This design comes from an exercise in tuning for small area on the open sky130 flow, not from production work. In this exercise RTL edits were held to simulation tests only and were not proved equivalent to the original. Power figures rest on the tool's default switching activity, not on a simulated workload.

<file path="flow/flow/run.sh">
#!/bin/bash
# Standard ORFS flow (the standard.sh), with the port buffers made from the
# smallest buffer cell instead of ORFS's default choice. ORFS writes each
# step's own log under orfs/logs/; make's output goes to make_finish.log.
set -euo pipefail
bash standard.sh BUFFER_PORTS_ARGS="-buffer_cell sky130_fd_sc_hd__buf_1" finish > make_finish.log 2>&1
</file>
<file path="flow/standard.sh">
#!/bin/bash
# synth_recipe.tcl (not shown) runs the flow's synth.tcl, then flattens the netlist and writes it again
# the make line also repeats each setting of config.mk as NAME=value (left out here)
make -C /OpenROAD-flow-scripts/flow DESIGN_CONFIG=/design/flow/config.mk WORK_HOME=/design/flow/orfs CLKGATE_MAP_FILE= SYNTH_SCRIPT=/design/flow/synth_recipe.tcl "${@:-finish}"
</file>
<file path="flow/config.mk">
export PLATFORM = sky130hd
export DESIGN_NAME = DotProduct
export DESIGN_NICKNAME = DotProduct
export VERILOG_FILES = /design/flow/design.v
export SDC_FILE = /design/flow/constraint.sdc
export NUM_CORES = 4
export LEC_CHECK = 0
export CAP_MARGIN = 20
export CORE_MARGIN = 2
export CORE_UTILIZATION = 40
export PLACE_DENSITY = 0.6
export SLEW_MARGIN = 20
</file>
<file path="flow/constraint.sdc">
create_clock -name core_clock -period 6.0 [get_ports {clk}]
set_input_delay 1.2000 -clock core_clock [delete_from_list [all_inputs] [get_ports {clk}]]
set_output_delay 1.2000 -clock core_clock [all_outputs]
set_load 0.01 [all_outputs]
</file>
<file path="flow/design.v">
module DotProduct(
   input clk,
   input GlobalReset,
   input [18:0] A_0,
   input [18:0] A_1,
   input [18:0] A_2,
   input [18:0] A_3,
   input [18:0] A_4,
   input [18:0] A_5,
   input [18:0] A_6,
   input [18:0] A_7,
   input [18:0] A_8,
   input [18:0] A_9,
   input [9:0] B_0,
   input [9:0] B_1,
   input [9:0] B_2,
   input [9:0] B_3,
   input [9:0] B_4,
   input [9:0] B_5,
   input [9:0] B_6,
   input [9:0] B_7,
   input [9:0] B_8,
   input [9:0] B_9,
   output [25:0] value);
   reg  [4:0] ph;
   always @(posedge clk)
      if (GlobalReset) ph <= 5'd0;
      else             ph <= ph + 5'd1;
   wire [9:0] sel;
   genvar gi;
   generate for (gi = 0; gi < 10; gi = gi + 1) begin : g_sel
      assign sel[gi] = (ph == gi);
   end endgenerate
   wire active = (ph < 5'd10);
   wire first  = (ph == 5'd0);
   wire [18:0] a = ({19{sel[0]}} & A_0) | ({19{sel[1]}} & A_1) | ({19{sel[2]}} & A_2)
                 | ({19{sel[3]}} & A_3) | ({19{sel[4]}} & A_4) | ({19{sel[5]}} & A_5)
                 | ({19{sel[6]}} & A_6) | ({19{sel[7]}} & A_7) | ({19{sel[8]}} & A_8)
                 | ({19{sel[9]}} & A_9);
   wire [9:0]  b = ({10{sel[0]}} & B_0) | ({10{sel[1]}} & B_1) | ({10{sel[2]}} & B_2)
                 | ({10{sel[3]}} & B_3) | ({10{sel[4]}} & B_4) | ({10{sel[5]}} & B_5)
                 | ({10{sel[6]}} & B_6) | ({10{sel[7]}} & B_7) | ({10{sel[8]}} & B_8)
                 | ({10{sel[9]}} & B_9);
   reg  [25:0] acc;
   reg  [9:0] cf;
   reg  [25:0] value_r;
   assign value = value_r;
   wire [25:0] accf = first ? 26'd24117248 : acc;
   wire [19:0] ax = {a[18], a};
   wire [20:0] ax2 = {a[18], a, 1'b0};
   wire [10:0] bx = {b, 1'b0};
   wire one0 = bx[1] ^ bx[0];
   wire two0 = (bx[2] & ~bx[1] & ~bx[0]) | (~bx[2] & bx[1] & bx[0]);
   wire neg0 = bx[2];
   wire [19:0] x0 = ({20{one0}} & ax | {20{two0}} & ax2[19:0]) ^ {20{neg0}};
   wire ns0 = active & ~x0[19];
   wire one1 = bx[3] ^ bx[2];
   wire two1 = (bx[4] & ~bx[3] & ~bx[2]) | (~bx[4] & bx[3] & bx[2]);
   wire neg1 = bx[4];
   wire [19:0] x1 = ({20{one1}} & ax | {20{two1}} & ax2[19:0]) ^ {20{neg1}};
   wire ns1 = active & ~x1[19];
   wire one2 = bx[5] ^ bx[4];
   wire two2 = (bx[6] & ~bx[5] & ~bx[4]) | (~bx[6] & bx[5] & bx[4]);
   wire neg2 = bx[6];
   wire [19:0] x2 = ({20{one2}} & ax | {20{two2}} & ax2[19:0]) ^ {20{neg2}};
   wire ns2 = active & ~x2[19];
   wire one3 = bx[7] ^ bx[6];
   wire two3 = (bx[8] & ~bx[7] & ~bx[6]) | (~bx[8] & bx[7] & bx[6]);
   wire neg3 = bx[8];
   wire [19:0] x3 = ({20{one3}} & ax | {20{two3}} & ax2[19:0]) ^ {20{neg3}};
   wire ns3 = active & ~x3[19];
   wire one4 = bx[9] ^ bx[8];
   wire two4 = (bx[10] & ~bx[9] & ~bx[8]) | (~bx[10] & bx[9] & bx[8]);
   wire neg4 = bx[10];
   wire [19:0] x4 = ({20{one4}} & ax | {20{two4}} & ax2[19:0]) ^ {20{neg4}};
   wire ns4 = active & ~x4[19];
  wire fs_0_0, fc_0_0;
  assign fs_0_0 = accf[0] ^ neg0 ^ x0[0];
  assign fc_0_0 = (accf[0] & neg0) | (accf[0] & x0[0]) | (neg0 & x0[0]);
  wire fs_1_1, fc_1_1;
  assign fs_1_1 = accf[1] ^ x0[1] ^ fc_0_0;
  assign fc_1_1 = (accf[1] & x0[1]) | (accf[1] & fc_0_0) | (x0[1] & fc_0_0);
  wire fs_2_2, fc_2_2;
  assign fs_2_2 = accf[2] ^ neg1 ^ x0[2];
  assign fc_2_2 = (accf[2] & neg1) | (accf[2] & x0[2]) | (neg1 & x0[2]);
  wire fs_2_3, fc_2_3;
  assign fs_2_3 = x1[0] ^ fs_2_2 ^ fc_1_1;
  assign fc_2_3 = (x1[0] & fs_2_2) | (x1[0] & fc_1_1) | (fs_2_2 & fc_1_1);
  wire fs_3_4, fc_3_4;
  assign fs_3_4 = accf[3] ^ x0[3] ^ x1[1];
  assign fc_3_4 = (accf[3] & x0[3]) | (accf[3] & x1[1]) | (x0[3] & x1[1]);
  wire fs_3_5, fc_3_5;
  assign fs_3_5 = fc_2_2 ^ fs_3_4 ^ fc_2_3;
  assign fc_3_5 = (fc_2_2 & fs_3_4) | (fc_2_2 & fc_2_3) | (fs_3_4 & fc_2_3);
  wire fs_4_6, fc_4_6;
  assign fs_4_6 = accf[4] ^ neg2 ^ x0[4];
  assign fc_4_6 = (accf[4] & neg2) | (accf[4] & x0[4]) | (neg2 & x0[4]);
  wire fs_4_7, fc_4_7;
  assign fs_4_7 = x1[2] ^ x2[0] ^ fc_3_4;
  assign fc_4_7 = (x1[2] & x2[0]) | (x1[2] & fc_3_4) | (x2[0] & fc_3_4);
  wire fs_4_8, fc_4_8;
  assign fs_4_8 = fs_4_6 ^ fs_4_7 ^ fc_3_5;
  assign fc_4_8 = (fs_4_6 & fs_4_7) | (fs_4_6 & fc_3_5) | (fs_4_7 & fc_3_5);
  wire fs_5_9, fc_5_9;
  assign fs_5_9 = accf[5] ^ x0[5] ^ x1[3];
  assign fc_5_9 = (accf[5] & x0[5]) | (accf[5] & x1[3]) | (x0[5] & x1[3]);
  wire fs_5_10, fc_5_10;
  assign fs_5_10 = x2[1] ^ fc_4_6 ^ fs_5_9;
  assign fc_5_10 = (x2[1] & fc_4_6) | (x2[1] & fs_5_9) | (fc_4_6 & fs_5_9);
  wire fs_5_11, fc_5_11;
  assign fs_5_11 = fc_4_7 ^ fs_5_10 ^ fc_4_8;
  assign fc_5_11 = (fc_4_7 & fs_5_10) | (fc_4_7 & fc_4_8) | (fs_5_10 & fc_4_8);
  wire fs_6_12, fc_6_12;
  assign fs_6_12 = accf[6] ^ cf[0] ^ neg3;
  assign fc_6_12 = (accf[6] & cf[0]) | (accf[6] & neg3) | (cf[0] & neg3);
  wire fs_6_13, fc_6_13;
  assign fs_6_13 = x0[6] ^ x1[4] ^ x2[2];
  assign fc_6_13 = (x0[6] & x1[4]) | (x0[6] & x2[2]) | (x1[4] & x2[2]);
  wire fs_6_14, fc_6_14;
  assign fs_6_14 = x3[0] ^ fs_6_12 ^ fc_5_9;
  assign fc_6_14 = (x3[0] & fs_6_12) | (x3[0] & fc_5_9) | (fs_6_12 & fc_5_9);
  wire fs_6_15, fc_6_15;
  assign fs_6_15 = fs_6_13 ^ fc_5_10 ^ fs_6_14;
  assign fc_6_15 = (fs_6_13 & fc_5_10) | (fs_6_13 & fs_6_14) | (fc_5_10 & fs_6_14);
  wire fs_7_16, fc_7_16;
  assign fs_7_16 = accf[7] ^ fc_6_12 ^ x0[7];
  assign fc_7_16 = (accf[7] & fc_6_12) | (accf[7] & x0[7]) | (fc_6_12 & x0[7]);
  wire fs_7_17, fc_7_17;
  assign fs_7_17 = x1[5] ^ x2[3] ^ x3[1];
  assign fc_7_17 = (x1[5] & x2[3]) | (x1[5] & x3[1]) | (x2[3] & x3[1]);
  wire fs_7_18, fc_7_18;
  assign fs_7_18 = fc_6_13 ^ fs_7_16 ^ fs_7_17;
  assign fc_7_18 = (fc_6_13 & fs_7_16) | (fc_6_13 & fs_7_17) | (fs_7_16 & fs_7_17);
  wire fs_7_19, fc_7_19;
  assign fs_7_19 = fc_6_14 ^ fs_7_18 ^ fc_6_15;
  assign fc_7_19 = (fc_6_14 & fs_7_18) | (fc_6_14 & fc_6_15) | (fs_7_18 & fc_6_15);
  wire fs_8_20, fc_8_20;
  assign fs_8_20 = accf[8] ^ neg4 ^ x0[8];
  assign fc_8_20 = (accf[8] & neg4) | (accf[8] & x0[8]) | (neg4 & x0[8]);
  wire fs_8_21, fc_8_21;
  assign fs_8_21 = x1[6] ^ x2[4] ^ x3[2];
  assign fc_8_21 = (x1[6] & x2[4]) | (x1[6] & x3[2]) | (x2[4] & x3[2]);
  wire fs_8_22, fc_8_22;
  assign fs_8_22 = x4[0] ^ fc_7_16 ^ fc_7_17;
  assign fc_8_22 = (x4[0] & fc_7_16) | (x4[0] & fc_7_17) | (fc_7_16 & fc_7_17);
  wire fs_8_23, fc_8_23;
  assign fs_8_23 = fs_8_20 ^ fs_8_21 ^ fc_7_18;
  assign fc_8_23 = (fs_8_20 & fs_8_21) | (fs_8_20 & fc_7_18) | (fs_8_21 & fc_7_18);
  wire fs_8_24, fc_8_24;
  assign fs_8_24 = fs_8_22 ^ fs_8_23 ^ fc_7_19;
  assign fc_8_24 = (fs_8_22 & fs_8_23) | (fs_8_22 & fc_7_19) | (fs_8_23 & fc_7_19);
  wire fs_9_25, fc_9_25;
  assign fs_9_25 = accf[9] ^ cf[1] ^ x0[9];
  assign fc_9_25 = (accf[9] & cf[1]) | (accf[9] & x0[9]) | (cf[1] & x0[9]);
  wire fs_9_26, fc_9_26;
  assign fs_9_26 = x1[7] ^ x2[5] ^ x3[3];
  assign fc_9_26 = (x1[7] & x2[5]) | (x1[7] & x3[3]) | (x2[5] & x3[3]);
  wire fs_9_27, fc_9_27;
  assign fs_9_27 = x4[1] ^ fc_8_20 ^ fc_8_21;
  assign fc_9_27 = (x4[1] & fc_8_20) | (x4[1] & fc_8_21) | (fc_8_20 & fc_8_21);
  wire fs_9_28, fc_9_28;
  assign fs_9_28 = fs_9_25 ^ fs_9_26 ^ fc_8_22;
  assign fc_9_28 = (fs_9_25 & fs_9_26) | (fs_9_25 & fc_8_22) | (fs_9_26 & fc_8_22);
  wire fs_9_29, fc_9_29;
  assign fs_9_29 = fs_9_27 ^ fc_8_23 ^ fs_9_28;
  assign fc_9_29 = (fs_9_27 & fc_8_23) | (fs_9_27 & fs_9_28) | (fc_8_23 & fs_9_28);
  wire fs_10_30, fc_10_30;
  assign fs_10_30 = accf[10] ^ x0[10] ^ x1[8];
  assign fc_10_30 = (accf[10] & x0[10]) | (accf[10] & x1[8]) | (x0[10] & x1[8]);
  wire fs_10_31, fc_10_31;
  assign fs_10_31 = x2[6] ^ x3[4] ^ x4[2];
  assign fc_10_31 = (x2[6] & x3[4]) | (x2[6] & x4[2]) | (x3[4] & x4[2]);
  wire fs_10_32, fc_10_32;
  assign fs_10_32 = fc_9_25 ^ fc_9_26 ^ fs_10_30;
  assign fc_10_32 = (fc_9_25 & fc_9_26) | (fc_9_25 & fs_10_30) | (fc_9_26 & fs_10_30);
  wire fs_10_33, fc_10_33;
  assign fs_10_33 = fs_10_31 ^ fc_9_27 ^ fs_10_32;
  assign fc_10_33 = (fs_10_31 & fc_9_27) | (fs_10_31 & fs_10_32) | (fc_9_27 & fs_10_32);
  wire fs_10_34, fc_10_34;
  assign fs_10_34 = fc_9_28 ^ fs_10_33 ^ fc_9_29;
  assign fc_10_34 = (fc_9_28 & fs_10_33) | (fc_9_28 & fc_9_29) | (fs_10_33 & fc_9_29);
  wire fs_11_35, fc_11_35;
  assign fs_11_35 = accf[11] ^ cf[2] ^ x0[11];
  assign fc_11_35 = (accf[11] & cf[2]) | (accf[11] & x0[11]) | (cf[2] & x0[11]);
  wire fs_11_36, fc_11_36;
  assign fs_11_36 = x1[9] ^ x2[7] ^ x3[5];
  assign fc_11_36 = (x1[9] & x2[7]) | (x1[9] & x3[5]) | (x2[7] & x3[5]);
  wire fs_11_37, fc_11_37;
  assign fs_11_37 = x4[3] ^ fc_10_30 ^ fc_10_31;
  assign fc_11_37 = (x4[3] & fc_10_30) | (x4[3] & fc_10_31) | (fc_10_30 & fc_10_31);
  wire fs_11_38, fc_11_38;
  assign fs_11_38 = fs_11_35 ^ fs_11_36 ^ fc_10_32;
  assign fc_11_38 = (fs_11_35 & fs_11_36) | (fs_11_35 & fc_10_32) | (fs_11_36 & fc_10_32);
  wire fs_11_39, fc_11_39;
  assign fs_11_39 = fs_11_37 ^ fc_10_33 ^ fs_11_38;
  assign fc_11_39 = (fs_11_37 & fc_10_33) | (fs_11_37 & fs_11_38) | (fc_10_33 & fs_11_38);
  wire fs_12_40, fc_12_40;
  assign fs_12_40 = accf[12] ^ x0[12] ^ x1[10];
  assign fc_12_40 = (accf[12] & x0[12]) | (accf[12] & x1[10]) | (x0[12] & x1[10]);
  wire fs_12_41, fc_12_41;
  assign fs_12_41 = x2[8] ^ x3[6] ^ x4[4];
  assign fc_12_41 = (x2[8] & x3[6]) | (x2[8] & x4[4]) | (x3[6] & x4[4]);
  wire fs_12_42, fc_12_42;
  assign fs_12_42 = fc_11_35 ^ fc_11_36 ^ fs_12_40;
  assign fc_12_42 = (fc_11_35 & fc_11_36) | (fc_11_35 & fs_12_40) | (fc_11_36 & fs_12_40);
  wire fs_12_43, fc_12_43;
  assign fs_12_43 = fs_12_41 ^ fc_11_37 ^ fs_12_42;
  assign fc_12_43 = (fs_12_41 & fc_11_37) | (fs_12_41 & fs_12_42) | (fc_11_37 & fs_12_42);
  wire fs_12_44, fc_12_44;
  assign fs_12_44 = fc_11_38 ^ fs_12_43 ^ fc_11_39;
  assign fc_12_44 = (fc_11_38 & fs_12_43) | (fc_11_38 & fc_11_39) | (fs_12_43 & fc_11_39);
  wire fs_13_45, fc_13_45;
  assign fs_13_45 = accf[13] ^ cf[3] ^ x0[13];
  assign fc_13_45 = (accf[13] & cf[3]) | (accf[13] & x0[13]) | (cf[3] & x0[13]);
  wire fs_13_46, fc_13_46;
  assign fs_13_46 = x1[11] ^ x2[9] ^ x3[7];
  assign fc_13_46 = (x1[11] & x2[9]) | (x1[11] & x3[7]) | (x2[9] & x3[7]);
  wire fs_13_47, fc_13_47;
  assign fs_13_47 = x4[5] ^ fc_12_40 ^ fc_12_41;
  assign fc_13_47 = (x4[5] & fc_12_40) | (x4[5] & fc_12_41) | (fc_12_40 & fc_12_41);
  wire fs_13_48, fc_13_48;
  assign fs_13_48 = fs_13_45 ^ fs_13_46 ^ fc_12_42;
  assign fc_13_48 = (fs_13_45 & fs_13_46) | (fs_13_45 & fc_12_42) | (fs_13_46 & fc_12_42);
  wire fs_13_49, fc_13_49;
  assign fs_13_49 = fs_13_47 ^ fc_12_43 ^ fs_13_48;
  assign fc_13_49 = (fs_13_47 & fc_12_43) | (fs_13_47 & fs_13_48) | (fc_12_43 & fs_13_48);
  wire fs_14_50, fc_14_50;
  assign fs_14_50 = accf[14] ^ x0[14] ^ x1[12];
  assign fc_14_50 = (accf[14] & x0[14]) | (accf[14] & x1[12]) | (x0[14] & x1[12]);
  wire fs_14_51, fc_14_51;
  assign fs_14_51 = x2[10] ^ x3[8] ^ x4[6];
  assign fc_14_51 = (x2[10] & x3[8]) | (x2[10] & x4[6]) | (x3[8] & x4[6]);
  wire fs_14_52, fc_14_52;
  assign fs_14_52 = fc_13_45 ^ fc_13_46 ^ fs_14_50;
  assign fc_14_52 = (fc_13_45 & fc_13_46) | (fc_13_45 & fs_14_50) | (fc_13_46 & fs_14_50);
  wire fs_14_53, fc_14_53;
  assign fs_14_53 = fs_14_51 ^ fc_13_47 ^ fs_14_52;
  assign fc_14_53 = (fs_14_51 & fc_13_47) | (fs_14_51 & fs_14_52) | (fc_13_47 & fs_14_52);
  wire fs_14_54, fc_14_54;
  assign fs_14_54 = fc_13_48 ^ fs_14_53 ^ fc_13_49;
  assign fc_14_54 = (fc_13_48 & fs_14_53) | (fc_13_48 & fc_13_49) | (fs_14_53 & fc_13_49);
  wire fs_15_55, fc_15_55;
  assign fs_15_55 = accf[15] ^ cf[4] ^ x0[15];
  assign fc_15_55 = (accf[15] & cf[4]) | (accf[15] & x0[15]) | (cf[4] & x0[15]);
  wire fs_15_56, fc_15_56;
  assign fs_15_56 = x1[13] ^ x2[11] ^ x3[9];
  assign fc_15_56 = (x1[13] & x2[11]) | (x1[13] & x3[9]) | (x2[11] & x3[9]);
  wire fs_15_57, fc_15_57;
  assign fs_15_57 = x4[7] ^ fc_14_50 ^ fc_14_51;
  assign fc_15_57 = (x4[7] & fc_14_50) | (x4[7] & fc_14_51) | (fc_14_50 & fc_14_51);
  wire fs_15_58, fc_15_58;
  assign fs_15_58 = fs_15_55 ^ fs_15_56 ^ fc_14_52;
  assign fc_15_58 = (fs_15_55 & fs_15_56) | (fs_15_55 & fc_14_52) | (fs_15_56 & fc_14_52);
  wire fs_15_59, fc_15_59;
  assign fs_15_59 = fs_15_57 ^ fc_14_53 ^ fs_15_58;
  assign fc_15_59 = (fs_15_57 & fc_14_53) | (fs_15_57 & fs_15_58) | (fc_14_53 & fs_15_58);
  wire fs_16_60, fc_16_60;
  assign fs_16_60 = accf[16] ^ x0[16] ^ x1[14];
  assign fc_16_60 = (accf[16] & x0[16]) | (accf[16] & x1[14]) | (x0[16] & x1[14]);
  wire fs_16_61, fc_16_61;
  assign fs_16_61 = x2[12] ^ x3[10] ^ x4[8];
  assign fc_16_61 = (x2[12] & x3[10]) | (x2[12] & x4[8]) | (x3[10] & x4[8]);
  wire fs_16_62, fc_16_62;
  assign fs_16_62 = fc_15_55 ^ fc_15_56 ^ fs_16_60;
  assign fc_16_62 = (fc_15_55 & fc_15_56) | (fc_15_55 & fs_16_60) | (fc_15_56 & fs_16_60);
  wire fs_16_63, fc_16_63;
  assign fs_16_63 = fs_16_61 ^ fc_15_57 ^ fs_16_62;
  assign fc_16_63 = (fs_16_61 & fc_15_57) | (fs_16_61 & fs_16_62) | (fc_15_57 & fs_16_62);
  wire fs_16_64, fc_16_64;
  assign fs_16_64 = fc_15_58 ^ fs_16_63 ^ fc_15_59;
  assign fc_16_64 = (fc_15_58 & fs_16_63) | (fc_15_58 & fc_15_59) | (fs_16_63 & fc_15_59);
  wire fs_17_65, fc_17_65;
  assign fs_17_65 = accf[17] ^ cf[5] ^ x0[17];
  assign fc_17_65 = (accf[17] & cf[5]) | (accf[17] & x0[17]) | (cf[5] & x0[17]);
  wire fs_17_66, fc_17_66;
  assign fs_17_66 = x1[15] ^ x2[13] ^ x3[11];
  assign fc_17_66 = (x1[15] & x2[13]) | (x1[15] & x3[11]) | (x2[13] & x3[11]);
  wire fs_17_67, fc_17_67;
  assign fs_17_67 = x4[9] ^ fc_16_60 ^ fc_16_61;
  assign fc_17_67 = (x4[9] & fc_16_60) | (x4[9] & fc_16_61) | (fc_16_60 & fc_16_61);
  wire fs_17_68, fc_17_68;
  assign fs_17_68 = fs_17_65 ^ fs_17_66 ^ fc_16_62;
  assign fc_17_68 = (fs_17_65 & fs_17_66) | (fs_17_65 & fc_16_62) | (fs_17_66 & fc_16_62);
  wire fs_17_69, fc_17_69;
  assign fs_17_69 = fs_17_67 ^ fc_16_63 ^ fs_17_68;
  assign fc_17_69 = (fs_17_67 & fc_16_63) | (fs_17_67 & fs_17_68) | (fc_16_63 & fs_17_68);
  wire fs_18_70, fc_18_70;
  assign fs_18_70 = accf[18] ^ x0[18] ^ x1[16];
  assign fc_18_70 = (accf[18] & x0[18]) | (accf[18] & x1[16]) | (x0[18] & x1[16]);
  wire fs_18_71, fc_18_71;
  assign fs_18_71 = x2[14] ^ x3[12] ^ x4[10];
  assign fc_18_71 = (x2[14] & x3[12]) | (x2[14] & x4[10]) | (x3[12] & x4[10]);
  wire fs_18_72, fc_18_72;
  assign fs_18_72 = fc_17_65 ^ fc_17_66 ^ fs_18_70;
  assign fc_18_72 = (fc_17_65 & fc_17_66) | (fc_17_65 & fs_18_70) | (fc_17_66 & fs_18_70);
  wire fs_18_73, fc_18_73;
  assign fs_18_73 = fs_18_71 ^ fc_17_67 ^ fs_18_72;
  assign fc_18_73 = (fs_18_71 & fc_17_67) | (fs_18_71 & fs_18_72) | (fc_17_67 & fs_18_72);
  wire fs_18_74, fc_18_74;
  assign fs_18_74 = fc_17_68 ^ fs_18_73 ^ fc_17_69;
  assign fc_18_74 = (fc_17_68 & fs_18_73) | (fc_17_68 & fc_17_69) | (fs_18_73 & fc_17_69);
  wire fs_19_75, fc_19_75;
  assign fs_19_75 = accf[19] ^ cf[6] ^ ns0;
  assign fc_19_75 = (accf[19] & cf[6]) | (accf[19] & ns0) | (cf[6] & ns0);
  wire fs_19_76, fc_19_76;
  assign fs_19_76 = x1[17] ^ x2[15] ^ x3[13];
  assign fc_19_76 = (x1[17] & x2[15]) | (x1[17] & x3[13]) | (x2[15] & x3[13]);
  wire fs_19_77, fc_19_77;
  assign fs_19_77 = x4[11] ^ fc_18_70 ^ fc_18_71;
  assign fc_19_77 = (x4[11] & fc_18_70) | (x4[11] & fc_18_71) | (fc_18_70 & fc_18_71);
  wire fs_19_78, fc_19_78;
  assign fs_19_78 = fs_19_75 ^ fs_19_76 ^ fc_18_72;
  assign fc_19_78 = (fs_19_75 & fs_19_76) | (fs_19_75 & fc_18_72) | (fs_19_76 & fc_18_72);
  wire fs_19_79, fc_19_79;
  assign fs_19_79 = fs_19_77 ^ fc_18_73 ^ fs_19_78;
  assign fc_19_79 = (fs_19_77 & fc_18_73) | (fs_19_77 & fs_19_78) | (fc_18_73 & fs_19_78);
  wire fs_20_80, fc_20_80;
  assign fs_20_80 = accf[20] ^ x1[18] ^ x2[16];
  assign fc_20_80 = (accf[20] & x1[18]) | (accf[20] & x2[16]) | (x1[18] & x2[16]);
  wire fs_20_81, fc_20_81;
  assign fs_20_81 = x3[14] ^ x4[12] ^ fc_19_75;
  assign fc_20_81 = (x3[14] & x4[12]) | (x3[14] & fc_19_75) | (x4[12] & fc_19_75);
  wire fs_20_82, fc_20_82;
  assign fs_20_82 = fc_19_76 ^ fs_20_80 ^ fc_19_77;
  assign fc_20_82 = (fc_19_76 & fs_20_80) | (fc_19_76 & fc_19_77) | (fs_20_80 & fc_19_77);
  wire fs_20_83, fc_20_83;
  assign fs_20_83 = fs_20_81 ^ fc_19_78 ^ fs_20_82;
  assign fc_20_83 = (fs_20_81 & fc_19_78) | (fs_20_81 & fs_20_82) | (fc_19_78 & fs_20_82);
  wire hs_20_0, hc_20_0;
  assign hs_20_0 = fc_19_79 ^ fs_20_83;
  assign hc_20_0 = fc_19_79 & fs_20_83;
  wire fs_21_84, fc_21_84;
  assign fs_21_84 = accf[21] ^ cf[7] ^ ns1;
  assign fc_21_84 = (accf[21] & cf[7]) | (accf[21] & ns1) | (cf[7] & ns1);
  wire fs_21_85, fc_21_85;
  assign fs_21_85 = x2[17] ^ x3[15] ^ x4[13];
  assign fc_21_85 = (x2[17] & x3[15]) | (x2[17] & x4[13]) | (x3[15] & x4[13]);
  wire fs_21_86, fc_21_86;
  assign fs_21_86 = fc_20_80 ^ fs_21_84 ^ fs_21_85;
  assign fc_21_86 = (fc_20_80 & fs_21_84) | (fc_20_80 & fs_21_85) | (fs_21_84 & fs_21_85);
  wire fs_21_87, fc_21_87;
  assign fs_21_87 = fc_20_81 ^ fs_21_86 ^ fc_20_82;
  assign fc_21_87 = (fc_20_81 & fs_21_86) | (fc_20_81 & fc_20_82) | (fs_21_86 & fc_20_82);
  wire hs_21_1, hc_21_1;
  assign hs_21_1 = fc_20_83 ^ fs_21_87;
  assign hc_21_1 = fc_20_83 & fs_21_87;
  wire fs_22_88, fc_22_88;
  assign fs_22_88 = accf[22] ^ x2[18] ^ x3[16];
  assign fc_22_88 = (accf[22] & x2[18]) | (accf[22] & x3[16]) | (x2[18] & x3[16]);
  wire fs_22_89, fc_22_89;
  assign fs_22_89 = x4[14] ^ fc_21_84 ^ fc_21_85;
  assign fc_22_89 = (x4[14] & fc_21_84) | (x4[14] & fc_21_85) | (fc_21_84 & fc_21_85);
  wire fs_22_90, fc_22_90;
  assign fs_22_90 = fs_22_88 ^ fc_21_86 ^ fs_22_89;
  assign fc_22_90 = (fs_22_88 & fc_21_86) | (fs_22_88 & fs_22_89) | (fc_21_86 & fs_22_89);
  wire fs_22_91, fc_22_91;
  assign fs_22_91 = fs_22_90 ^ fc_21_87 ^ hc_21_1;
  assign fc_22_91 = (fs_22_90 & fc_21_87) | (fs_22_90 & hc_21_1) | (fc_21_87 & hc_21_1);
  wire fs_23_92, fc_23_92;
  assign fs_23_92 = accf[23] ^ cf[8] ^ ns2;
  assign fc_23_92 = (accf[23] & cf[8]) | (accf[23] & ns2) | (cf[8] & ns2);
  wire fs_23_93, fc_23_93;
  assign fs_23_93 = x3[17] ^ x4[15] ^ fc_22_88;
  assign fc_23_93 = (x3[17] & x4[15]) | (x3[17] & fc_22_88) | (x4[15] & fc_22_88);
  wire fs_23_94, fc_23_94;
  assign fs_23_94 = fs_23_92 ^ fc_22_89 ^ fs_23_93;
  assign fc_23_94 = (fs_23_92 & fc_22_89) | (fs_23_92 & fs_23_93) | (fc_22_89 & fs_23_93);
  wire hs_23_2, hc_23_2;
  assign hs_23_2 = fc_22_90 ^ fs_23_94;
  assign hc_23_2 = fc_22_90 & fs_23_94;
  wire fs_24_95, fc_24_95;
  assign fs_24_95 = accf[24] ^ x3[18] ^ x4[16];
  assign fc_24_95 = (accf[24] & x3[18]) | (accf[24] & x4[16]) | (x3[18] & x4[16]);
  wire fs_24_96, fc_24_96;
  assign fs_24_96 = fc_23_92 ^ fs_24_95 ^ fc_23_93;
  assign fc_24_96 = (fc_23_92 & fs_24_95) | (fc_23_92 & fc_23_93) | (fs_24_95 & fc_23_93);
  wire fs_24_97, fc_24_97;
  assign fs_24_97 = fc_23_94 ^ fs_24_96 ^ hc_23_2;
  assign fc_24_97 = (fc_23_94 & fs_24_96) | (fc_23_94 & hc_23_2) | (fs_24_96 & hc_23_2);
  wire xs_25_3;
  assign xs_25_3 = accf[25] ^ cf[9];
  wire xs_25_4;
  assign xs_25_4 = xs_25_3 ^ ns3;
  wire xs_25_5;
  assign xs_25_5 = x4[17] ^ xs_25_4;
  wire xs_25_6;
  assign xs_25_6 = xs_25_5 ^ fc_24_95;
  wire xs_25_7;
  assign xs_25_7 = xs_25_6 ^ fc_24_96;
   wire [25:0] sum = {xs_25_7, fs_24_97, hs_23_2, fs_22_91, hs_21_1, hs_20_0, fs_19_79, fs_18_74, fs_17_69, fs_16_64, fs_15_59, fs_14_54, fs_13_49, fs_12_44, fs_11_39, fs_10_34, fs_9_29, fs_8_24, fs_7_19, fs_6_15, fs_5_11, fs_4_8, fs_3_5, fs_2_3, fs_1_1, fs_0_0};
   wire [9:0] cnext = {fc_24_97, fc_22_91, hc_20_0, fc_18_74, fc_16_64, fc_14_54, fc_12_44, fc_10_34, fc_8_24, fc_5_11};
   always @(posedge clk) begin
      acc <= sum;
      cf <= (GlobalReset | ph == 5'd31) ? 10'd0 : cnext;
      if (ph == 5'd29) value_r <= acc;
   end
endmodule
</file>
==> flow_metrics.env, run 1 <==
export IMPL_drc=0
export IMPL_postSynthAreaPerCell_sq_um=8.463
export IMPL_max_cap_viol_count=0
export IMPL_row_count=56
export IMPL_yosys_area_share_simple=0.1396
export IMPL_rsz0062_at_grt="false"
export IMPL_grt_max_degree=35
export IMPL_start_kind="flip-flop"
export IMPL_ioPinCount=318
export IMPL_die_h_um=158.6
export IMPL_synthAdderAreaFrac=0.2137
export IMPL_layout_drive_gt1_share=0.1037
export IMPL_fmax_mhz=174.6
export IMPL_clk_latency_ns=0.36
export IMPL_synth_edf_count=26
export IMPL_netlist_area_leader_share=0.2010
export IMPL_setup_viol=0
export IMPL_hold_ws_ns=0.4207
export IMPL_final_net_count=1809
export IMPL_yosys_mux_area_fraction=0.002093
export IMPL_synth_top_family_by_area="compound AO/OA/AOI/OAI gates"
export IMPL_h_tree_depth=3
export IMPL_criticalPathCategory="flip-flop to flip-flop"
export IMPL_gp_congestion=1.003
export IMPL_tightest_slew_ns=1.037
export IMPL_place_hpwl_um=34380
export IMPL_num_vias=10758
export IMPL_placed_cells=1721
export IMPL_clkTransAtPathRegs_ns=0.07
export IMPL_maxSlewViolCount=0
export IMPL_cp_arrival_ns=5.97
export IMPL_crit_fanout=28
export IMPL_synthDistinctLibCells=73
export IMPL_powerDensity_nw_per_um2=516.2
export IMPL_synth_compound_area_frac=0.3472
export IMPL_synth_fp_nets=1526
export IMPL_yosysSeqAreaShare=0.1675
export IMPL_final_setup_tns_ns=0
export IMPL_dieArea_sq_um=25160
export IMPL_synth_seq_cells=67
export IMPL_grt_usage=0.3422
export IMPL_antenna_found_initial=4
export IMPL_netlist_top_cell_by_area="fa_1"
export IMPL_grt_pass1_vias=10278
export IMPL_end_kind="flip-flop"
export IMPL_syn_inst=1130
export IMPL_hold_viol=0
export IMPL_grt_overflow=0
export IMPL_numCtsBuffers=9
export IMPL_crit_required_ns=6.24
export IMPL_ys_flop_type="dfxtp_1"
export IMPL_async_flop_share=0
export IMPL_synth_most_common_cell="a22oi_1"
export IMPL_min_period_over_period=0.9544
export IMPL_drt_first_pass_iters=8
export IMPL_outcome="no timing/DRC/antenna violations"
export IMPL_hold_path_class="flip-flop to flip-flop"
export IMPL_die_w_um=158.6
export IMPL_p_leak_nw=4.241
export IMPL_clock_skew_ns=0.01258
export IMPL_power_w=0.005888
export IMPL_yosys_warnings=1
export IMPL_detail_route_antenna_nets=0
export IMPL_grt_pass1_wl_um=63140
export IMPL_syn_area_sq_um=9563
export IMPL_ys_top_cells_by_count="a22oi_1, fa_1, inv_1"
export IMPL_holdBufCountCts=0
export IMPL_ir_worst_vdd_mv=0.2713
export IMPL_synth_xor_area_share=0.01544
export IMPL_cts_sinks=67
export IMPL_period_needed_ns=5.726
export IMPL_initial_core_util=0.4074
export IMPL_ctsRootBufferMaster="clkbuf_16"
export IMPL_synth_area_top_cells="fa_1, a22oi_1, dfxtp_1, edfxtp_1, a21oi_1"
export IMPL_dp_slack_ns=0.3169
export IMPL_slew_headroom=0.3062
export IMPL_area_growth_pct=19.27
export IMPL_cts_tree="built"
export IMPL_cts_buffer_depth=2
export IMPL_fin_ws_ns=0.2738
export IMPL_vias_per_cell=6.183
export IMPL_routed_wl_um=42970
export IMPL_wl_per_cell_um=24.70
export IMPL_design_core_area_sq_um=23470
export IMPL_drt_initial_drc_count=1422
export IMPL_fin_cells=1740
export IMPL_io_buffer_count=317
-- sequential cells by signal, indices dropped and copies added (netlist names) --
name	count
cf	10
acc	26
ph	5
value_r	26
-- per-stage QoR --
step,util,instance area [sq um]
floorplan,-,9563
global placement,0.4722,11080
detailed placement,0.4722,11080
CTS,0.4854,11390
global route,0.4859,11410
finish,0.4859,11410
-- final cells by class --
type                    count  area [sq um]
diodes                      3         7.507
clock buffers               9         225.2
clock inverters             7         83.83
fillers                  2394         12070
inverters                  99         372.9
multi-input cells         839          6909
flip-flops and latches     67          1602
well taps                 319         399.1
repair buffers            397          1807
-- worst max-delay path, cell delays in order (launching register included) --
cell      delay [ns]
dfxtp_1         0.60
buf_4           0.24
and4bb_1        0.42
buf_4           0.35
a22oi_1         0.16
and4_1          0.28
buf_6           0.20
nand2_2         0.25
o22ai_1         0.14
o21ai_1         0.13
o221ai_1        0.24
fa_1            0.60
inv_1           0.06
fa_1            0.53
inv_1           0.06
fa_1            0.44
inv_1           0.09
fa_1            0.17
inv_1           0.06
fa_1            0.43
and2_1          0.15
-- repair_timing --
item                       CTS  global route
setup endpoints to repair    0             5
gates resized for setup      0             2
buffers inserted             0             0
-- cells by family (layout without fill, tap and decap cells) --
| kind of cell | after synthesis | after routing |
|---|---|---|
| AOI/OAI and AO/OA | 489 | 489 |
| xor gates and xnor gates | 16 | 16 |
| adders and majority gates | 106 | 106 |
| buffers and inverters | 224 | 512 |
| DFF | 67 | 67 |
| muxes | 2 | 2 |
| other | 0 | 3 |
| and+or+nand+nor | 226 | 226 |
-- cell usage in the layout, fill, tap and decap left out, types with 5 or more instances in the layout --
cell type / Yosys / layout
nand2_2: 8 / 8
clkbuf_16: 0 / 9
buf_4: 27 / 78
o221ai_1: 41 / 41
fa_1: 96 / 96
nor2b_1: 18 / 18
o22ai_1: 65 / 65
inv_1: 96 / 96
a31oi_1: 6 / 6
o211ai_1: 12 / 12
nor2_1: 48 / 47
a22o_1: 10 / 10
buf_1: 1 / 317
and2_1: 11 / 11
or2_1: 11 / 11
ha_1: 8 / 8
and4_1: 10 / 9
xnor2_1: 12 / 12
nand2_1: 55 / 55
nand4_1: 5 / 5
o21ai_1: 35 / 36
a221o_1: 5 / 5
dfxtp_1: 41 / 41
a22oi_1: 136 / 136
a221oi_1: 9 / 9
a22oi_2: 5 / 5
o21ai_0: 53 / 52
nand3_1: 25 / 25
edfxtp_1: 26 / 26
a21oi_1: 88 / 88
-- metal layers --
layer  wire (um)  global-route usage  up-vias
li1            -                   -     4772
met5          17                   0        -
met4        1748              0.1356        2
met2       18740              0.5166      739
met3        4921             0.09418      108
met1       17540              0.4639     5137
-- power by group --
part / total [W] / switching [W] / internal (W)
logic: 0.00452 / 0.00267 / 0.00186
clock network: 0.000570 / 0.000241 / 0.000329
registers: 0.000793 / 0.0000597 / 0.000733
total: 0.00589 / 0.00297 / 0.00292
-- worst paths after layout --
check	from	end	slack [ns]	depth (start not counted)
hold reg to reg	acc[14]	value_r[14]	0.42	0
setup / recovery	ph[2]	cf[3]	0.27	20
hold / removal	acc[14]	value_r[14]	0.42	0
setup reg to reg	ph[2]	cf[3]	0.27	20
==> run 2, diff against run 1 <==
==> flow/run.sh (new file) <==
#!/bin/bash
# synth_recipe.tcl (not shown) runs the flow's synth.tcl, then flattens the netlist and writes it again
# the make line also repeats each setting of config.mk as NAME=value (left out here)
make -C /OpenROAD-flow-scripts/flow DESIGN_CONFIG=/design/flow/config.mk WORK_HOME=/design/flow/orfs CLKGATE_MAP_FILE= SYNTH_SCRIPT=/design/flow/synth_recipe.tcl finish
removed: flow/flow/run.sh
removed: flow/standard.sh
==> run 2 against run 1 <==
  * Highest routed layer unchanged
  * Synthesized cell count stayed put
  * Clock skew is 0.0035 ns lower
  * Critical path depth decreased by 1
  * Combinational power rose by 4.9%
  * Global-route usage rose by 0.98 points
  * Worst setup slack improved by 0.015 ns
  * Clock power down 3.9%
  * Maximum frequency is 0.26% higher
==> flow_metrics.env, run 2 <==
export IMPL_numCtsBuffers=9
export IMPL_crit_end="cf[8]"
export IMPL_synth_seq_cells=67
export IMPL_criticalPathCategory="flip-flop to flip-flop"
export IMPL_slew_headroom=0.3639
export IMPL_hold_path_class="flip-flop to flip-flop"
export IMPL_yosys_warnings=1
export IMPL_cts_tree="built"
export IMPL_vias_per_cell=6.037
export IMPL_placed_cells=1741
export IMPL_cts_sinks=67
export IMPL_yosysSeqAreaShare=0.1675
export IMPL_holdBufCountCts=0
export IMPL_async_flop_share=0
export IMPL_drt_first_pass_iters=6
export IMPL_num_vias=10631
export IMPL_largestRegisters="acc x26, value_r x26, cf x10"
export IMPL_path_delay_family="adder cells"
export IMPL_design_core_area_sq_um=23470
export IMPL_fin_cells=1761
export IMPL_rrSetupSlack_ns=0.29
export IMPL_fmax_mhz=175.1
export IMPL_start_kind="flip-flop"
export IMPL_grt_pass1_wl_um=64980
export IMPL_cp_startpoint="ph[3]"
export IMPL_clkTransAtPathRegs_ns=0.06
export IMPL_clk_latency_ns=0.35
export IMPL_ys_flop_type="dfxtp_1"
export IMPL_rsz0062_at_grt="false"
export IMPL_setup_viol=0
export IMPL_cts_resized_gates=0
export IMPL_antenna_found_initial=4
export IMPL_crit_chain="buf_4, nor4b_4, buf_4, a221oi_1, and4_1, inv_2, o21ai_0, o21ai_1, a22oi_1, o21ai_1, fa_1, inv_1, fa_1, fa_1, inv_1, fa_1, ha_1, fa_1, and2_1"
export IMPL_cp_num_buf_inv=5
export IMPL_r2r_end="cf[8]"
export IMPL_postCtsSetupBuffers=0
export IMPL_drc=0
export IMPL_postSynthAreaPerCell_sq_um=8.463
export IMPL_reg2reg_depth=19
export IMPL_period_needed_ns=5.711
export IMPL_crit_fanout=24
export IMPL_grt_overflow=0
export IMPL_wl_per_cell_um=25.02
export IMPL_gp_congestion=0.9811
export IMPL_drt_initial_drc_count=1389
export IMPL_layout_drive_gt1_share=0.1161
export IMPL_synthDistinctLibCells=73
export IMPL_ir_worst_vdd_mv=0.2916
export IMPL_dieArea_sq_um=25160
export IMPL_max_cap_viol_count=0
export IMPL_netlist_area_leader_share=0.2010
export IMPL_synth_area_top_cells="fa_1, a22oi_1, dfxtp_1, edfxtp_1, a21oi_1"
export IMPL_p_leak_nw=5.204
export IMPL_ioPinCount=318
export IMPL_io_buffer_count=317
export IMPL_cp_arrival_ns=5.96
export IMPL_crit_slowest_cell="nor4b_4"
export IMPL_final_net_count=1829
export IMPL_detail_route_antenna_nets=0
export IMPL_synth_most_common_cell="a22oi_1"
export IMPL_routed_wl_um=44060
export IMPL_tightest_slew_ns=0.9506
export IMPL_syn_area_sq_um=9563
export IMPL_place_hpwl_um=35960
export IMPL_rr_startpoint="ph[3]"
export IMPL_netlist_top_cell_by_area="fa_1"
export IMPL_cts_buffer_depth=2
export IMPL_ys_top_cells_by_count="a22oi_1, fa_1, inv_1"
export IMPL_die_h_um=158.6
export IMPL_crit_required_ns=6.25
export IMPL_final_setup_tns_ns=0
export IMPL_max_stage_delay_ns=0.69
export IMPL_row_count=56
export IMPL_cp_num_cells=19
export IMPL_grt_pass1_vias=10673
export IMPL_h_tree_depth=3
export IMPL_power_w=0.006082
export IMPL_n_fill_cell=2164
export IMPL_synth_fp_nets=1526
export IMPL_ctsRootBufferMaster="clkbuf_16"
export IMPL_final_common_cell="clkdlybuf4s50_1"
export IMPL_syn_inst=1130
export IMPL_cp_common_cell="fa_1"
export IMPL_end_kind="flip-flop"
export IMPL_grt_usage=0.3520
export IMPL_initial_core_util=0.4074
export IMPL_synth_edf_count=26
export IMPL_grt_max_degree=30
export IMPL_die_w_um=158.6
export IMPL_min_period_over_period=0.9519
export IMPL_clock_skew_ns=0.009114
export IMPL_hold_viol=0
export IMPL_utilization=0.5771
export IMPL_outcome="no timing/DRC/antenna violations"
export IMPL_layout_common_cells="clkdlybuf4s50_1, a22oi_1, buf_4"
export IMPL_maxSlewViolCount=0
export IMPL_powerDensity_nw_per_um2=449.0
export IMPL_area_growth_pct=41.65
## run 2: cell counts after synthesis
Identical to the previous run, type by type.
## run 2: worst min-delay path by stage
| stage | start | to | depth (start not counted) |
|---|---|---|---|
| floorplan | acc[10] | value_r[10] | 0 |
| global placement | acc[9] | value_r[9] | 0 |
| detailed placement | acc[9] | value_r[9] | 0 |
| CTS | acc[9] | value_r[9] | 0 |
| global route | acc[9] | value_r[9] | 0 |
| finish | acc[9] | value_r[9] | 0 |
## run 2: report_power, final
part | internal (W) | switching, W | total (W)
logic | 0.00205 | 0.00269 | 0.00474
clock network | 0.000333 | 0.000215 | 0.000548
registers | 0.000733 | 0.0000604 | 0.000794
total | 0.00311 | 0.00297 | 0.00608
## run 2: final cells by class
class                           instances  area [sq um]  share of cell area
Multi-Input combinational cell        839          6909              0.5101
Timing Repair Buffer                  417          3949              0.2915
Sequential cell                        67          1602              0.1182
Tap cell                              319         399.1             0.02947
Inverter                               99         372.9             0.02753
Clock buffer                           10         239.0             0.01764
Clock inverter                          6         65.06            0.004803
Antenna cell                            4         10.01           0.0007390
## run 2: metrics by stage
stage	instance area, sq um	hold WS (ns)	worst slack (ns)
after detailed placement	13230	0.4046	0.06377
final	13550	0.4164	0.2885
after global placement	13230	0.4064	0.07770
after floorplan	9563	0.4005	0.8960
after global routing	13550	0.4268	0.03078
after CTS	13540	0.4175	0.3402
## run 2: logic make-up after synthesis
kind of cell / Yosys count / synth area share
AO/OA/AOI/OAI: 489 / 0.3472
flip-flops: 67 / 0.1675
XOR/XNOR: 16 / 0.01544
adder cells (fa/ha/maj): 106 / 0.2137
multiplexers: 2 / 0.002094
AND/OR/NAND/NOR: 226 / 0.1396
buffers and inverters: 224 / 0.1145
## run 2: routing by layer
| layer | GRT usage | share of wire | vias to the layer above |
|---|---|---|---|
| met5 | 0.02277 | 0.0016 | - |
| met4 | 0.1270 | 0.032 | 2 |
| met3 | 0.09744 | 0.10 | 74 |
| met2 | 0.5500 | 0.45 | 636 |
| met1 | 0.4641 | 0.41 | 5105 |
| li1 | - | - | 4814 |
==> run 3, diff against run 2 <==
==> flow/flow/run.sh (new file) <==
#!/bin/bash
# Standard ORFS flow (the standard.sh) with two changes:
#  - synthesis maps logic with ABC's area mapper (flow/abc.script) instead of
#    ORFS's delay-oriented script; everything else in synthesis is unchanged
#    (synth_recipe.tcl and ORFS's synth.tcl, with only the abc call edited);
#  - the port buffers are made from the smallest buffer cell.
# ORFS writes each step's own log under orfs/logs/; make's output goes to
# make_finish.log.
set -euo pipefail
HERE=$PWD
sed "s#^  log_cmd abc {\*}\$abc_args\$#  log_cmd abc {*}[lreplace \$abc_args 1 1 $HERE/flow/abc.script]#" \
  "$FLOW_HOME/scripts/synth.tcl" > synth_custom.tcl
grep -q "flow/abc.script" synth_custom.tcl
sed "s#\$::env(SCRIPTS_DIR)/synth.tcl#$HERE/synth_custom.tcl#" synth_recipe.tcl > synth_recipe_custom.tcl
grep -q "synth_custom.tcl" synth_recipe_custom.tcl
bash standard.sh SYNTH_SCRIPT=$HERE/synth_recipe_custom.tcl \
  BUFFER_PORTS_ARGS="-buffer_cell sky130_fd_sc_hd__buf_1" ${FLOW_EXTRA:-} finish > make_finish.log 2>&1
==> flow/flow/abc.script (new file) <==
strash; &get -n; &st; &dch; &nf -R 1000; &put; topo; stime -c
==> flow/standard.sh (new file) <==
#!/bin/bash
# synth_recipe.tcl (not shown) runs the flow's synth.tcl, then flattens the netlist and writes it again
# the make line also repeats each setting of config.mk as NAME=value (left out here)
make -C /OpenROAD-flow-scripts/flow DESIGN_CONFIG=/design/flow/config.mk WORK_HOME=/design/flow/orfs CLKGATE_MAP_FILE= SYNTH_SCRIPT=/design/flow/synth_recipe.tcl "${@:-finish}"
removed: flow/run.sh
==> run 3 against run 2 <==
  * Still clean on timing, DRC and antenna
  * Utilization fell by 3.0 points
  * Maximum frequency rose by 0.30%
  * Non-clock buffer count fell by 26
  * Worst setup slack improved by 0.017 ns
  * Final area fell by 27%
  * Power rose by 9.0%
  * Clock-buffer cell count rose by 1
  * Clock skew fell by 0.0036 ns
  * Routed wire length fell by 30%
  * First-iteration DRC count fell by 11%
  * Critical path type unchanged
  * Highest routed layer is now met4
==> flow_metrics.env, run 3 <==
export IMPL_outcome="no timing/DRC/antenna violations"
export IMPL_cts_buffer_depth=2
export IMPL_hold_viol=0
export IMPL_cts_sinks=67
export IMPL_routed_wl_um=30640
export IMPL_synth_fp_nets=1161
export IMPL_ctsRootBufferMaster="clkbuf_16"
export IMPL_place_hpwl_um=25180
export IMPL_wl_per_cell_um=21.86
export IMPL_numCtsBuffers=9
export IMPL_drc=0
export IMPL_vias_per_cell=5.844
export IMPL_area_growth_pct=34.16
export IMPL_ir_worst_vdd_mv=0.3578
export IMPL_power_w=0.006628
export IMPL_clkTransAtPathRegs_ns=0.06
export IMPL_synthDistinctLibCells=31
export IMPL_hold_path_class="flip-flop to flip-flop"
export IMPL_final_common_cell="buf_1"
export IMPL_grt_usage=0.3134
export IMPL_antenna_found_initial=0
export IMPL_min_period_over_period=0.9491
export IMPL_finalInstanceArea_sq_um=9823
export IMPL_die_h_um=139.3
export IMPL_slew_headroom=0.4825
export IMPL_syn_inst=765
export IMPL_row_count=49
export IMPL_gp_congestion=0.9902
export IMPL_clock_skew_ns=0.005473
export IMPL_die_w_um=139.3
export IMPL_maxSlewViolCount=0
export IMPL_syn_area_sq_um=7322
export IMPL_grt_max_degree=30
export IMPL_placed_cells=1383
export IMPL_fin_cells=1402
export IMPL_ys_flop_type="dfxtp_1"
export IMPL_synth_top_family_by_area="adder cells"
export IMPL_place_area_sq_um=9503
export IMPL_io_buffer_count=317
export IMPL_final_net_count=1563
export IMPL_netlist_top_cell_by_area="fa_1"
export IMPL_synth_compound_area_frac=0.2051
export IMPL_end_kind="flip-flop"
export IMPL_grt_pass1_vias=8126
export IMPL_postSynthAreaPerCell_sq_um=9.571
export IMPL_drt_initial_drc_count=1235
export IMPL_clk_latency_ns=0.34
export IMPL_yosysSeqAreaShare=0.2187
export IMPL_cts_tree="built"
export IMPL_synth_xor_area_share=0.1304
export IMPL_synth_seq_cells=67
export IMPL_start_kind="flip-flop"
export IMPL_period_needed_ns=5.695
export IMPL_async_flop_share=0
export IMPL_powerDensity_nw_per_um2=674.7
export IMPL_layout_drive_gt1_share=0.09386
export IMPL_cp_arrival_ns=5.93
export IMPL_rsz0062_at_grt="true"
export IMPL_fmax_mhz=175.6
export IMPL_netlist_area_leader_share=0.2625
export IMPL_grt_overflow=0
export IMPL_design_core_area_sq_um=17960
export IMPL_synth_most_common_cell="clkinv_1"
export IMPL_num_vias=8193
export IMPL_dieArea_sq_um=19400
export IMPL_p_leak_nw=3.499
export IMPL_yosys_mux_area_fraction=0
export IMPL_crit_required_ns=6.23
export IMPL_criticalPathCategory="flip-flop to flip-flop"
export IMPL_layout_common_cells="buf_1, clkinv_1, fa_1"
export IMPL_grt_pass1_wl_um=46550
export IMPL_yosys_warnings=1
export IMPL_synthAdderAreaFrac=0.2775
export IMPL_largestRegisters="acc x26, value_r x26, cf x10"
export IMPL_synth_area_top_cells="fa_1, dfxtp_1, a222oi_1, edfxtp_1, xnor2_1"
export IMPL_yosys_area_share_simple=0.1176
export IMPL_rrSetupSlack_ns=0.31
export IMPL_tightest_slew_ns=0.7762
export IMPL_ys_top_cells_by_count="clkinv_1, nand2_1, fa_1"
export IMPL_drt_first_pass_iters=9
export IMPL_detail_route_antenna_nets=0
export IMPL_crit_fanout=18
export IMPL_initial_core_util=0.4076
export IMPL_h_tree_depth=3
export IMPL_ioPinCount=318
export IMPL_synth_edf_count=26
export IMPL_setup_viol=0
export IMPL_max_cap_viol_count=0
## run 3: cell count changes in the layout (fill, tap and decap cells not counted), moves of 36 or more
cell | previous run | this run
inv_1 | 96 | 0
xnor2_1 | 12 | 87
o221ai_1 | 41 | 0
clkdlybuf4s50_1 | 317 | 0
a21oi_1 | 88 | 7
a22oi_1 | 136 | 0
o21ai_0 | 52 | 2
o21ai_1 | 36 | 0
buf_1 | 0 | 317
clkinv_1 | 0 | 99
nand2_1 | 55 | 95
a222oi_1 | 0 | 81
## run 3: routing by layer
layer | vias to the layer above | global-route usage | share of wire
li1 | 3618 | - | -
met4 | 0 | 0.08240 | 0.025
met2 | 589 | 0.4827 | 0.44
met1 | 3937 | 0.4305 | 0.40
met5 | - | 0 | 0
met3 | 49 | 0.09670 | 0.14
## run 3: metrics by stage
stage,worst slack [ns],util,setup TNS [ns],hold WS (ns)
2_1_floorplan,-0.004473,-,-0.004473,0.3995
3_3_place_gp,0.1269,0.5284,0,0.4045
3_5_place_dp,0.04713,0.5290,0,0.4111
4_1_cts,0.03322,0.5454,0,0.4265
5_1_grt,-0.03997,0.5467,-0.04018,0.4348
6_report,0.3054,0.5468,0,0.4257
## run 3: layout make-up
type	count	area, sq um
fill	1747	8140
timing repair buffer	391	1765
antenna	1	2.502
sequential	67	1603
clock inverter	5	52.55
tap	229	286.5
multi-input combinational	599	5498
clock buffer	11	242.7
inverter	99	372.9
## run 3: worst paths after layout
check,from,to,cells past startpoint
max,ph[1],cf[8],24
min,acc[12],value_r[12],0
max reg2reg,ph[1],cf[8],24
min reg2reg,acc[12],value_r[12],0
## run 3: logic make-up (layout without fill, tap and decap cells)
kind of cell             Yosys count  in the layout
AO/OA/AOI/OAI                    190            190
XOR/XNOR                         109            109
adder cells (fa/ha/maj)          105            105
buffers and inverters             99            506
flip-flops                        67             67
other                              0              1
AND/OR/NAND/NOR                  195            195
## run 3: timing repair
action                                  4_1_cts  5_1_grt
resized for setup                             0        2
hold buffers                                  0        0
setup buffers                                 0        1
endpoints found under the setup margin        0       10
## run 3: power by group
group          switching, W  total (W)  internal, W
clock              0.000197   0.000527     0.000331
sequential        0.0000679   0.000845     0.000778
combinational       0.00292    0.00525      0.00234
total               0.00318    0.00663      0.00345
## run 3: worst max-delay path, cell delays in order (launching register included)
cell	delay [ns]
dfxtp_2	0.36
clkinv_1	0.09
ha_1	0.20
nand2b_1	0.13
nor3_4	0.12
buf_6	0.21
a222oi_1	0.31
nand3_1	0.13
a221o_1	0.32
a221o_1	0.31
a21oi_4	0.24
nor3b_2	0.10
a21oi_4	0.17
buf_12	0.17
o22ai_1	0.08
xnor2_1	0.19
fa_1	0.21
clkinv_1	0.10
fa_1	0.45
fa_1	0.43
clkinv_1	0.07
fa_1	0.39
ha_1	0.23
fa_1	0.40
and2_0	0.14
==> run 4, diff against run 3 <==
==> flow/flow/abc.script (replaced) <==
strash; dch; amap; topo; stime -c
==> run 4 against run 3 <==
  * Sequential share of layout area is 0.63 points lower
  * Routed wire length up 14%
  * Power is 8.1% lower
  * Still clean on timing, DRC and antenna
  * Flip-flop and latch count stayed put
  * Clock power increased by 6.1%
  * Maximum frequency increased by 2.0%
  * Final area rose by 3.9%
  * Combinational power is about 10% lower
  * Area after synthesis up 1.4%
  * Clock skew grew 0.011 ns
  * First-iteration DRC count down 20%
  * Register-to-register slack improved by 0.11 ns
==> flow_metrics.env, run 4 <==
export IMPL_outcome="no timing/DRC/antenna violations"
export IMPL_wl_per_cell_um=22.53
export IMPL_hold_ws_ns=0.4191
export IMPL_rsz0062_at_grt="false"
export IMPL_yosysSeqAreaShare=0.2157
export IMPL_postSynthAreaPerCell_sq_um=8.204
export IMPL_design_core_area_sq_um=18090
export IMPL_grt_use_met1=0.4799
export IMPL_cts_buffer_depth=2
export IMPL_synth_seq_cells=67
export IMPL_area_growth_pct=37.48
export IMPL_ctsRootBufferMaster="clkbuf_16"
export IMPL_synth_edf_count=26
export IMPL_numCtsBuffers=9
export IMPL_grt_overflow=0
export IMPL_syn_area_sq_um=7425
export IMPL_netlist_top_cell_by_area="fa_1"
export IMPL_layout_common_cells="buf_1, nand2_1, clkinv_1"
export IMPL_drt_first_pass_iters=10
export IMPL_largestRegisters="acc x26, value_r x26, cf x10"
export IMPL_start_kind="flip-flop"
export IMPL_h_tree_depth=3
export IMPL_antenna_found_initial=3
export IMPL_io_buffer_count=317
export IMPL_gp_congestion=0.9532
export IMPL_fmax_mhz=179.2
export IMPL_drt_initial_drc_count=994
export IMPL_crit_fanout=27
export IMPL_hold_viol=0
export IMPL_min_period_over_period=0.9301
export IMPL_grt_usage=0.3599
export IMPL_crit_required_ns=6.21
export IMPL_ys_top_cells_by_count="nand2_1, clkinv_1, fa_1"
export IMPL_clk_latency_ns=0.35
export IMPL_clkTransAtPathRegs_ns=0.06
export IMPL_routed_wl_um=34890
export IMPL_row_count=49
export IMPL_synth_area_top_cells="fa_1, dfxtp_1, edfxtp_1, o22ai_1, nand2_1"
export IMPL_die_w_um=140.2
export IMPL_busiest_layer="met2"
export IMPL_ys_flop_type="dfxtp_1"
export IMPL_max_cap_viol_count=0
export IMPL_grt_pass1_wl_um=52660
export IMPL_die_h_um=140.2
export IMPL_cp_arrival_ns=5.80
export IMPL_synth_fp_nets=1301
export IMPL_slew_headroom=0.5004
export IMPL_final_common_cell="buf_1"
export IMPL_vias_per_cell=5.761
export IMPL_multiInputGateArea_sq_um=5640
export IMPL_ioPinCount=318
export IMPL_initial_core_util=0.4105
export IMPL_cts_sinks=67
export IMPL_synthDistinctLibCells=29
export IMPL_regArea_sq_um=1602
export IMPL_dieArea_sq_um=19670
export IMPL_yosys_warnings=1
export IMPL_synth_most_common_cell="nand2_1"
export IMPL_criticalPathCategory="flip-flop to flip-flop"
export IMPL_n_fill_cell=1746
export IMPL_layout_drive_gt1_share=0.1471
export IMPL_power_w=0.006091
export IMPL_grt_max_degree=33
export IMPL_clock_skew_ns=0.01695
export IMPL_drc=0
export IMPL_syn_inst=905
export IMPL_hold_path_class="flip-flop to flip-flop"
export IMPL_powerDensity_nw_per_um2=596.7
export IMPL_netlist_area_leader_share=0.2588
export IMPL_place_hpwl_um=28350
export IMPL_async_flop_share=0
export IMPL_end_kind="flip-flop"
export IMPL_tightest_slew_ns=0.7466
export IMPL_holdBufCountCts=0
export IMPL_detail_route_antenna_nets=0
export IMPL_period_needed_ns=5.580
export IMPL_setup_viol=0
export IMPL_ir_worst_vdd_mv=0.4443
export IMPL_num_vias=8924
export IMPL_grt_pass1_vias=8884
export IMPL_final_net_count=1710
export IMPL_grt_use_met2=0.5441
export IMPL_use_met3=0.1556
export IMPL_p_leak_nw=3.614
export IMPL_maxSlewViolCount=0
export IMPL_cts_tree="built"
==> run 4: changes by cell type in the layout (fill, tap and decap cells not counted), moves of 27 or more <==
| cell | previous run | this run |
|---|---|---|
| nor2_1 | 33 | 93 |
| fa_2 | 0 | 36 |
| nand2_1 | 95 | 135 |
| a22oi_1 | 0 | 27 |
| fa_1 | 96 | 60 |
| and2_0 | 28 | 0 |
| a222oi_1 | 81 | 48 |
| xnor2_1 | 87 | 0 |
| a21oi_1 | 7 | 59 |
| clkinv_2 | 3 | 32 |
| o21ai_0 | 2 | 48 |
==> run 4: final cells by class <==
cell class / count / share of cell area
Clock inverter: 7 / 0.007600
Timing Repair Buffer: 398 / 0.1814
Sequential cell: 67 / 0.1569
Inverter: 127 / 0.05112
Tap cell: 229 / 0.02807
Clock buffer: 9 / 0.02206
Multi-Input combinational cell: 711 / 0.5526
Antenna cell: 1 / 0.0002452
==> run 4: power breakdown <==
group | switching [W] | internal (W) | leakage (nW)
Clock | 0.000233 | 0.000326 | 0.151
Sequential | 0.0000757 | 0.000737 | 0.577
Combinational | 0.00261 | 0.00211 | 2.89
Total | 0.00292 | 0.00317 | 3.61
==> run 4: through the flow <==
stage / setup TNS, ns / setup WS (ns) / cell area, sq um / std cells / utilization
after global placement: 0 / 0.1644 / 9842 / 1529 / 0.5442
after CTS: 0 / 0.2263 / 10160 / 1546 / 0.5615
after detailed placement: 0 / 0.1275 / 9853 / 1530 / 0.5448
after floorplan: -15.37 / -0.7727 / 7705 / 905 / -
final: 0 / 0.4195 / 10210 / 1549 / 0.5644
after global routing: 0 / 0.05571 / 10200 / 1548 / 0.5642
==> run 4: critical path: stages, from the launching register on <==
cell      delay (ns)
dfxtp_1         0.39
clkinv_1        0.14
ha_1            0.23
nand4_1         0.11
clkinv_1        0.09
buf_4           0.24
a222oi_1        0.48
nand3_2         0.23
clkinv_1        0.16
buf_4           0.31
nor2_1          0.10
a21oi_1         0.26
buf_12          0.19
o22ai_1         0.10
nor2_1          0.09
a21oi_1         0.06
fa_1            0.53
clkinv_2        0.06
fa_1            0.49
fa_1            0.56
ha_2            0.17
fa_2            0.43
==> run 4: what timing repair did <==
item | 4_1_cts | 5_1_grt
endpoints found under the hold margin | 0 | 0
resized for setup | 0 | 7
buffers inserted | 0 | 2
endpoints found under the setup margin | 0 | 15
==> run 4: metal layers <==
layer,vias to the layer above,share of wire,wire length [um]
li1,4131,-,-
met1,4160,0.41,14330
met2,570,0.43,14970
met3,59,0.14,4767
met4,4,0.023,798
met5,-,0.00066,23
==> run 4: cell families after synthesis <==
logic type / after synthesis / share of synthesized area
AOI/OAI and AO/OA: 304 / 0.2744
and+or+nand+nor: 302 / 0.1722
buffers and inverters: 127 / 0.06421
adders and majority gates: 104 / 0.2723
DFF: 67 / 0.2157
xor gates and xnor gates: 1 / 0.001180
==> run 4: path summary, 6_finish.rpt <==
kind | startpoint | end | slack, ns | depth (start not counted)
max | ph[0] | acc[22] | 0.42 | 21
min | acc[11] | value_r[11] | 0.42 | 0
max reg2reg | ph[0] | acc[22] | 0.42 | 21
min reg2reg | acc[11] | value_r[11] | 0.42 | 0

[separate check: timing with driven ports]
The flow's constraints put no driver on any port. The routed layouts listed below were extracted and timed again, unchanged, in two steps. Step 1: set_driving_cell puts a clkbuf_16 on clk and a buf_2 on each other input, an assumption about the parent block. Step 2 moves the port delays by t, midway between the first and last clock arrival at a register: inputs arrive t later, outputs are due t later. That takes back most of the time a late clock gives input paths. Three values: no drivers, after step 1, after step 2; two values: the first two.
| run | t (ns) | slack for setup (ns) | worst setup path at the end | worst register clock-pin slew, ns |
|---|---|---|---|---|
| run 1 | 0.398 | 0.274 / 0.274 / 0.274 | register to register | 0.07 / 0.07 |
| run 2 | 0.399 | 0.289 / 0.289 / -0.015 | input to register | 0.06 / 0.06 |
| run 3 | 0.374 | 0.305 / 0.305 / 0.111 | input to register | 0.06 / 0.06 |
| run 4 | 0.384 | 0.420 / 0.420 / 0.274 | input to register | 0.08 / 0.08 |
Met with ideal ports but missed after step 2: setup timing in run 2. For run 2, which loses most, drivers alone change the setup slack by 0.000 ns; drivers and shift together by -0.304 ns.
